What follows belongs to an exercise in optimizing a design on an open flow for small area and a short achievable clock period; a production flow would make more cautious choices. RTL that was checked went through simulation tests only; none was proved equivalent to the original. Power is estimated from default activity; no workload was simulated.

## movavg
module movavg(
    input logic clk,
    input logic reset,
    input logic [63:0] din,
    output logic [63:0] dout
);
For scale: roughly 1100 cells after synthesis, ~190 flip-flops, about 130 I/O pins, roughly 0.011 mm2 of cells after synthesis.
clock: 7.5 ns
lec_check: 0
cap_margin: 20
core_margin: 2
core_utilization: 60
cts_buf_list: sky130_fd_sc_hd__clkbuf_4 sky130_fd_sc_hd__clkbuf_8
place_density: 0.72
setup_slack_margin: 1.8
slew_margin: 20
standard.sh (not shown) runs the stock make flow with config.mk's settings and CLKGATE_MAP_FILE= SYNTH_SCRIPT=/design/flow/synth_recipe.tcl, a recipe that flattens the netlist after the stock synthesis.
==> flow/flow/run.sh <==
#!/bin/bash
set -euo pipefail
export BUFFER_PORTS_ARGS="-buffer_cell sky130_fd_sc_hd__buf_2"
python3 flow/mknet.py hs4 > netlist.v 2> mknet.log
bash standard.sh VERILOG_FILES="$PWD/netlist.v" ADDER_MAP_FILE= finish > standard_make.log 2>&1
Other scripts of this flow, unchanged in this note and not shown: flow/flow/mknet.py
The first run produced a clean layout.
==> next run, changes <==
CORE_UTILIZATION = 65   (was 60)
PLACE_DENSITY = 0.76   (was 0.72)
SETUP_SLACK_MARGIN = 2.0   (was 1.8)
After rerunning: The new run went through all stages and came out clean; wire length rises by 5.9%; total power rises by 2.1%; via count rises by 2.1%; die area falls by 7.5%; maximum frequency rises by 1.7%; sequential power is about the same.

---

== run 1 ==
Another version of the RTL of movavg (not shown whole).
For scale: roughly 2100 cells after synthesis, about 190 flip-flops, ~130 I/O pins, roughly 0.016 mm2 of cells after synthesis.
## movavg
module movavg(
    input logic clk,
    input logic reset,
    input logic [63:0] din,
    output logic [63:0] dout
);
Settings: LEC_CHECK=0, CAP_MARGIN=20, CORE_MARGIN=2, CORE_UTILIZATION=40, SLEW_MARGIN=20; clock period 7.5 ns.
run.sh (not shown) runs the stock make flow with config.mk's settings and CLKGATE_MAP_FILE= SYNTH_SCRIPT=/design/flow/synth_recipe.tcl, a recipe that flattens the netlist after the stock synthesis.
Stock flow here: none of the scripts above is used.
## Diff of input files: run 2 against run 1
Settings: setting SETUP_SLACK_MARGIN to 1.5 for the first time.
==> flow/flow/run.sh (new file) <==
#!/bin/bash
set -euo pipefail
export BUFFER_PORTS_ARGS="-buffer_cell sky130_fd_sc_hd__buf_2"
bash standard.sh > standard_make.log 2>&1
==> flow/standard.sh (new file) <==
#!/bin/bash
# synth_recipe.tcl (not shown) runs the flow's synth.tcl, then flattens the netlist and writes it again
# the make line also repeats each setting of config.mk as NAME=value (left out here)
make -C /OpenROAD-flow-scripts/flow DESIGN_CONFIG=/design/flow/config.mk WORK_HOME=/design/flow/orfs CLKGATE_MAP_FILE= SYNTH_SCRIPT=/design/flow/synth_recipe.tcl "${@:-finish}"
removed: flow/run.sh
==> run notes <==
- NOTE cell area after layout run 1->run 2 decreased by a few percent
- Total met2 wirelength after detailed routing: run 1 and run 2 compared, lower one is run 2
- Instance count after placement with tap cells included essentially unchanged between run 1 and run 2.
- Wire length reported by the detailed router improves in run 2 relative to run 1.
- Going from run 1 to run 2, post-layout minimum cycle time now sits lower; sequential share of cell area now sits higher; post-route worst setup slack now sits higher; growth of design area from synthesis to finish now sits lower.
- In run 2, the total power came out 4.5% below the value in run 1.
- In run 2, global-route usage is lower than in run 1.
- Sort run 1 and run 2 by global placement routability congestion desc -> top: run 2
Relative to run 2, the following input files were edited for run 3:
Settings: a deleted SETUP_SLACK_MARGIN that had been 1.5.
Findings:
Against run 2, final area in run 3 fell slightly. Diff run 2..run 3 | count of standard-cell rows | unchanged. Run 3 vs. run 2: number of filler cells placed in the layout went up by 18. Run 2 ended up with dout[39] as its end point of the critical path; run 3 ended up with dout[58].

---

movavg, a different RTL version from the one above (not shown whole).
Size: roughly 130 I/O pins, ~11,000 um2 of cells after synthesis.
==> flow/config.mk <==
export PLATFORM = sky130hd
export DESIGN_NAME = movavg
export DESIGN_NICKNAME = movavg
export VERILOG_FILES = /design/flow/design.v
export SDC_FILE = /design/flow/constraint.sdc
export NUM_CORES = 4
export LEC_CHECK = 0
export CAP_MARGIN = 20
export CORE_MARGIN = 2
export CORE_UTILIZATION = 65
export CTS_BUF_LIST = sky130_fd_sc_hd__clkbuf_4 sky130_fd_sc_hd__clkbuf_8
export PLACE_DENSITY = 0.75
export SETUP_SLACK_MARGIN = 1.5
export SLEW_MARGIN = 20
==> flow/constraint.sdc <==
create_clock -name core_clock -period 7.5 [get_ports {clk}]
set_input_delay 1.5000 -clock core_clock [delete_from_list [all_inputs] [get_ports {clk}]]
set_output_delay 1.5000 -clock core_clock [all_outputs]
set_load 0.01 [all_outputs]
standard.sh (not shown) runs the stock make flow with config.mk's settings and CLKGATE_MAP_FILE= SYNTH_SCRIPT=/design/flow/synth_recipe.tcl, a recipe that flattens the netlist after the stock synthesis.
==> flow/flow/run.sh <==
#!/bin/bash
set -euo pipefail
export BUFFER_PORTS_ARGS="-buffer_cell sky130_fd_sc_hd__buf_2"
python3 flow/mknet.py sp8 > netlist.v 2> mknet.log
bash standard.sh VERILOG_FILES="$PWD/netlist.v" ADDER_MAP_FILE= finish > standard_make.log 2>&1
==> flow/flow/mknet.py <==
#!/usr/bin/env python3
"""Writes the movavg design as a netlist: the registers, their clears and the carry-save
rows as sky130 cells, the carry-propagate adder as plain logic for synthesis to map.

    dout = din + t1 + t2 + t3, with t1, t2, t3 the last three samples.
    (s1, c1) = full adders on t1, t2, t3          (register outputs only)
    x1 = s1 ^ c1, y1 = s1 & c1                     (half adders, still off the din path)
    s2 = din ^ x1, c2 = y1 | (din & x1)            (adds din to the carry-save pair)
    g = s2 & c2, p = s2 ^ c2, then a prefix adder.
usage: mknet.py PREFIX_KIND > netlist.v     (PREFIX_KIND: sk, sp4, sp8, ks, bk)"""
import sys

N = 64
P = "sky130_fd_sc_hd__"
kind = sys.argv[1] if len(sys.argv) > 1 else "sp8"
out = []
wires = []
assigns = []
ncell = [0]


def cell(typ, **pins):
    ncell[0] += 1
    conn = ", ".join(f".{k}({v})" for k, v in pins.items())
    out.append(f"  {P}{typ} hm_{ncell[0]} ({conn});")


def wire(name):
    wires.append(name)
    return name


# registers and their synchronous clears
for i in range(N):
    for r, src in (("t1", f"din[{i}]"), ("t2", f"t1[{i}]"), ("t3", f"t2[{i}]")):
        d = wire(f"d_{r}_{i}")
        cell("nor2b_1", A="reset", B_N=src, Y=d)
        out.append(f"  {P}dfxtp_1 \\{r}[{i}]$_SDFF_PP0_  (.CLK(clk), .D({d}), .Q({r}[{i}]));")

# carry-save rows and generate/propagate
g = ["1'b0"] * N
p = [None] * N
for i in range(N):
    s1 = wire(f"s1_{i}")
    if i < N - 1:
        k1 = wire(f"k1_{i}")
        cell("fa_1", A=f"t1[{i}]", B=f"t2[{i}]", CIN=f"t3[{i}]", SUM=s1, COUT=k1)
    else:
        k1 = wire(f"k1_{i}")
        cell("fa_1", A=f"t1[{i}]", B=f"t2[{i}]", CIN=f"t3[{i}]", SUM=s1, COUT=k1)
    if i == 0:
        x1, y1 = s1, None
    else:
        x1, y1 = wire(f"x1_{i}"), wire(f"y1_{i}")
        cell("ha_1", A=s1, B=f"k1_{i-1}", SUM=x1, COUT=y1)
    s2n = wire(f"s2n_{i}")
    cell("xnor2_1", A=f"din[{i}]", B=x1, Y=s2n)
    if i < N - 1:
        c2n = wire(f"c2n_{i+1}")
        if y1 is None:
            cell("nand2_1", A=f"din[{i}]", B=x1, Y=c2n)
        else:
            cell("a21oi_1", A1=f"din[{i}]", A2=x1, B1=y1, Y=c2n)
    if i == 0:
        p[0] = wire("p_0")
        cell("inv_1", A=s2n, Y=p[0])
    else:
        g[i], p[i] = wire(f"g_{i}"), wire(f"p_{i}")
        cell("nor2_1", A=s2n, B=f"c2n_{i}", Y=g[i])
        cell("xor2_1", A=s2n, B=f"c2n_{i}", X=p[i])

# hand-mapped Sklansky prefix (kind "hsk"): alternating AOI/OAI levels, inverters only where
# a node's polarity does not match its partner's.
inv_cache = {}


def inv(net):
    if net not in inv_cache:
        n = wire(f"iv_{len(inv_cache)}")
        cell("inv_1", A=net, Y=n)
        inv_cache[net] = n
    return inv_cache[net]


def as_pol(sig, pol):
    net, sp = sig
    return net if sp == pol else inv(net)


if kind == "hsk":
    # node i holds (G, P, lo) for the group (i : lo); signals as (net, polarity True=true)
    node = [None] * N
    for i in range(N):
        node[i] = [(g[i], True) if i else None, (p[i], True), i]
    d = 1
    lvl = 0
    while d < N:
        new = list(node)
        for i in range(N):
            if (i // d) % 2 == 1:
                j = (i // d) * d - 1
                Gh, Ph, loh = node[i]
                Gl, Pl, lol = node[j]
                lo = lol
                if Gl is None:      # group (j : 0) has no generate (bit 0 never generates)
                    new[i] = [Gh, None, lo]
                    continue
                needp = lo > 1
                ins = [Gh, Ph, Gl] + ([Pl] if needp else [])
                ntrue = sum(1 for s in ins if s[1])
                pol_in = ntrue * 2 >= len(ins)
                gh, ph, gl = as_pol(Gh, pol_in), as_pol(Ph, pol_in), as_pol(Gl, pol_in)
                go = wire(f"G{lvl}_{i}")
                if pol_in:
                    cell("a21oi_1", A1=ph, A2=gl, B1=gh, Y=go)
                else:
                    cell("o21ai_0", A1=ph, A2=gl, B1=gh, Y=go)
                po = None
                if needp:
                    pl = as_pol(Pl, pol_in)
                    pn = wire(f"P{lvl}_{i}")
                    cell("nand2_1" if pol_in else "nor2_1", A=ph, B=pl, Y=pn)
                    po = (pn, not pol_in)
                new[i] = [(go, not pol_in), po, lo]
        node = new
        d *= 2
        lvl += 1
    for i in range(N):
        if i <= 1:
            assigns.append(f"  assign dout[{i}] = {p[i]};")
            continue
        C = node[i - 1][0]
        if C[1]:
            cell("xor2_1", A=p[i], B=C[0], X=f"dout[{i}]")
        else:
            cell("xnor2_1", A=p[i], B=C[0], Y=f"dout[{i}]")
    kind = "done"

# prefix network (plain logic)
nw = [0]


def w(expr):
    nw[0] += 1
    nm = wire(f"pf_{nw[0]}")
    assigns.append(f"  assign {nm} = {expr};")
    return nm


def comb(Gh, Ph, Gl, Pl, needp=True):
    G = w(f"{Gh} | ({Ph} & {Gl})")
    Pn = w(f"{Ph} & {Pl}") if needp else None
    return G, Pn


G, Pp = list(g), list(p)
if kind == "done":
    pass
elif kind in ("sk", "ks", "bk"):
    if kind == "ks":
        d = 1
        while d < N:
            nG, nP = list(G), list(Pp)
            for i in range(d, N):
                nG[i], nP[i] = comb(G[i], Pp[i], G[i - d], Pp[i - d])
            G, Pp = nG, nP
            d *= 2
    elif kind == "sk":
        d = 1
        while d < N:
            nG, nP = list(G), list(Pp)
            for i in range(N):
                if (i // d) % 2 == 1:
                    j = (i // d) * d - 1
                    nG[i], nP[i] = comb(G[i], Pp[i], G[j], Pp[j])
            G, Pp = nG, nP
            d *= 2
    else:
        d = 1
        while d < N:
            for i in range(2 * d - 1, N, 2 * d):
                G[i], Pp[i] = comb(G[i], Pp[i], G[i - d], Pp[i - d])
            d *= 2
        d = N // 4
        while d >= 1:
            for i in range(3 * d - 1, N, 2 * d):
                G[i], _ = comb(G[i], Pp[i], G[i - d], Pp[i - d], False)
            d //= 2
else:
    k = int(kind[2:])
    ng = N // k
    LG, LP = list(g), list(p)
    for gi in range(ng):
        base = gi * k
        d = 1
        while d < k:
            nLG, nLP = list(LG), list(LP)
            for i in range(base, base + k):
                if ((i - base) // d) % 2 == 1:
                    j = base + ((i - base) // d) * d - 1
                    nLG[i], nLP[i] = comb(LG[i], LP[i], LG[j], LP[j])
            LG, LP = nLG, nLP
            d *= 2
    GG = [LG[gi * k + k - 1] for gi in range(ng)]
    GP = [LP[gi * k + k - 1] for gi in range(ng)]
    d = 1
    while d < ng:
        nG, nP = list(GG), list(GP)
        for i in range(ng):
            if (i // d) % 2 == 1:
                j = (i // d) * d - 1
                nG[i], nP[i] = comb(GG[i], GP[i], GG[j], GP[j])
        GG, GP = nG, nP
        d *= 2
    for i in range(N):
        gi = i // k
        G[i] = LG[i] if gi == 0 else w(f"{LG[i]} | ({LP[i]} & {GG[gi - 1]})")

for i in range(N if kind != "done" else 0):
    if i == 0:
        assigns.append(f"  assign dout[0] = {p[0]};")
    else:
        assigns.append(f"  assign dout[{i}] = {p[i]} ^ {G[i - 1]};")

print("// Generated by mknet.py " + kind)
print("module movavg(clk, reset, din, dout);")
print("  input clk;\n  input reset;\n  input [63:0] din;\n  output [63:0] dout;")
print("  wire [63:0] t1, t2, t3;")
for x in wires:
    print(f"  wire {x};")
print("\n".join(out))
print("\n".join(assigns))
print("endmodule")
The baseline finished clean.
==> next run, changes <==
--- a/flow/flow/mknet.py
+++ b/flow/flow/mknet.py
@@ -72,67 +71,0 @@
-# hand-mapped Sklansky prefix (kind "hsk"): alternating AOI/OAI levels, inverters only where
-# a node's polarity does not match its partner's.
-inv_cache = {}
-
-
-def inv(net):
-    if net not in inv_cache:
-        n = wire(f"iv_{len(inv_cache)}")
-        cell("inv_1", A=net, Y=n)
-        inv_cache[net] = n
-    return inv_cache[net]
-
-
-def as_pol(sig, pol):
-    net, sp = sig
-    return net if sp == pol else inv(net)
-
-
-if kind == "hsk":
-    # node i holds (G, P, lo) for the group (i : lo); signals as (net, polarity True=true)
-    node = [None] * N
-    for i in range(N):
-        node[i] = [(g[i], True) if i else None, (p[i], True), i]
-    d = 1
-    lvl = 0
-    while d < N:
-        new = list(node)
-        for i in range(N):
-            if (i // d) % 2 == 1:
-                j = (i // d) * d - 1
-                Gh, Ph, loh = node[i]
-                Gl, Pl, lol = node[j]
-                lo = lol
-                if Gl is None:      # group (j : 0) has no generate (bit 0 never generates)
-                    new[i] = [Gh, None, lo]
-                    continue
-                needp = lo > 1
-                ins = [Gh, Ph, Gl] + ([Pl] if needp else [])
-                ntrue = sum(1 for s in ins if s[1])
-                pol_in = ntrue * 2 >= len(ins)
-                gh, ph, gl = as_pol(Gh, pol_in), as_pol(Ph, pol_in), as_pol(Gl, pol_in)
-                go = wire(f"G{lvl}_{i}")
-                if pol_in:
-                    cell("a21oi_1", A1=ph, A2=gl, B1=gh, Y=go)
-                else:
-                    cell("o21ai_0", A1=ph, A2=gl, B1=gh, Y=go)
-                po = None
-                if needp:
-                    pl = as_pol(Pl, pol_in)
-                    pn = wire(f"P{lvl}_{i}")
-                    cell("nand2_1" if pol_in else "nor2_1", A=ph, B=pl, Y=pn)
-                    po = (pn, not pol_in)
-                new[i] = [(go, not pol_in), po, lo]
-        node = new
-        d *= 2
-        lvl += 1
-    for i in range(N):
-        if i <= 1:
-            assigns.append(f"  assign dout[{i}] = {p[i]};")
-            continue
-        C = node[i - 1][0]
-        if C[1]:
-            cell("xor2_1", A=p[i], B=C[0], X=f"dout[{i}]")
-        else:
-            cell("xnor2_1", A=p[i], B=C[0], Y=f"dout[{i}]")
-    kind = "done"
-
@@ -157,3 +90 @@
-if kind == "done":
-    pass
-elif kind in ("sk", "ks", "bk"):
+if kind in ("sk", "ks", "bk"):
@@ -219 +150 @@
-for i in range(N if kind != "done" else 0):
+for i in range(N):
SETUP_SLACK_MARGIN = default   (was 1.5)
Result: The new run passed the timing, DRC and antenna checks. Power shrinks by 4.0%. Sequential share of layout area grows by 1.5 points. Sequential power barely changes. Wire length shrinks by 7.4%. Hold slack stays flat.
No run of this note included a check of the RTL's function; only the layout flow was run.

-- separate check: timing with driven ports --
Ports are ideal in the flow. The routed layouts listed here were re-timed in OpenROAD.
Step 1 (the two cells are an assumption about what drives the block):
set clk [get_ports {clk}]
set_driving_cell -lib_cell sky130_fd_sc_hd__clkbuf_16 $clk
set_driving_cell -lib_cell sky130_fd_sc_hd__buf_2 [delete_from_list [all_inputs] $clk]
Step 2, shift: input delay + t, output delay - t, t = (earliest + latest rising clock arrival at the registers) / 2. This alone moves slack from input paths to output paths.
Slacks: ideal / step 1 / step 2; pairs: ideal / step 1.
| run | shift t [ns] | setup slack, ns | worst data-port slew with drivers (ns) |
|---|---|---|---|
| the first run of note 1 | 0.482 | 2.086 / 2.064 / 2.064 | 0.06 |
| the second run of note 1 | 0.500 | 2.176 / 2.135 / 2.164 | 0.08 |
| run 1 | 0.511 | 0.452 / 0.432 / 0.432 | 0.07 |
| run 2 | 0.522 | 1.607 / 1.587 / 1.587 | 0.09 |
| run 3 | 0.526 | 1.349 / 1.329 / 1.329 | 0.09 |
| the first run of note 3 | 0.499 | 1.574 / 1.534 / 1.562 | 0.07 |
| the second run of note 3 | 0.496 | 1.109 / 1.069 / 1.086 | 0.07 |
After both steps every run listed still meets setup and hold. For the second run of note 3, which loses most, drivers alone change the setup slack by -0.040 ns; drivers and shift together by -0.023 ns.
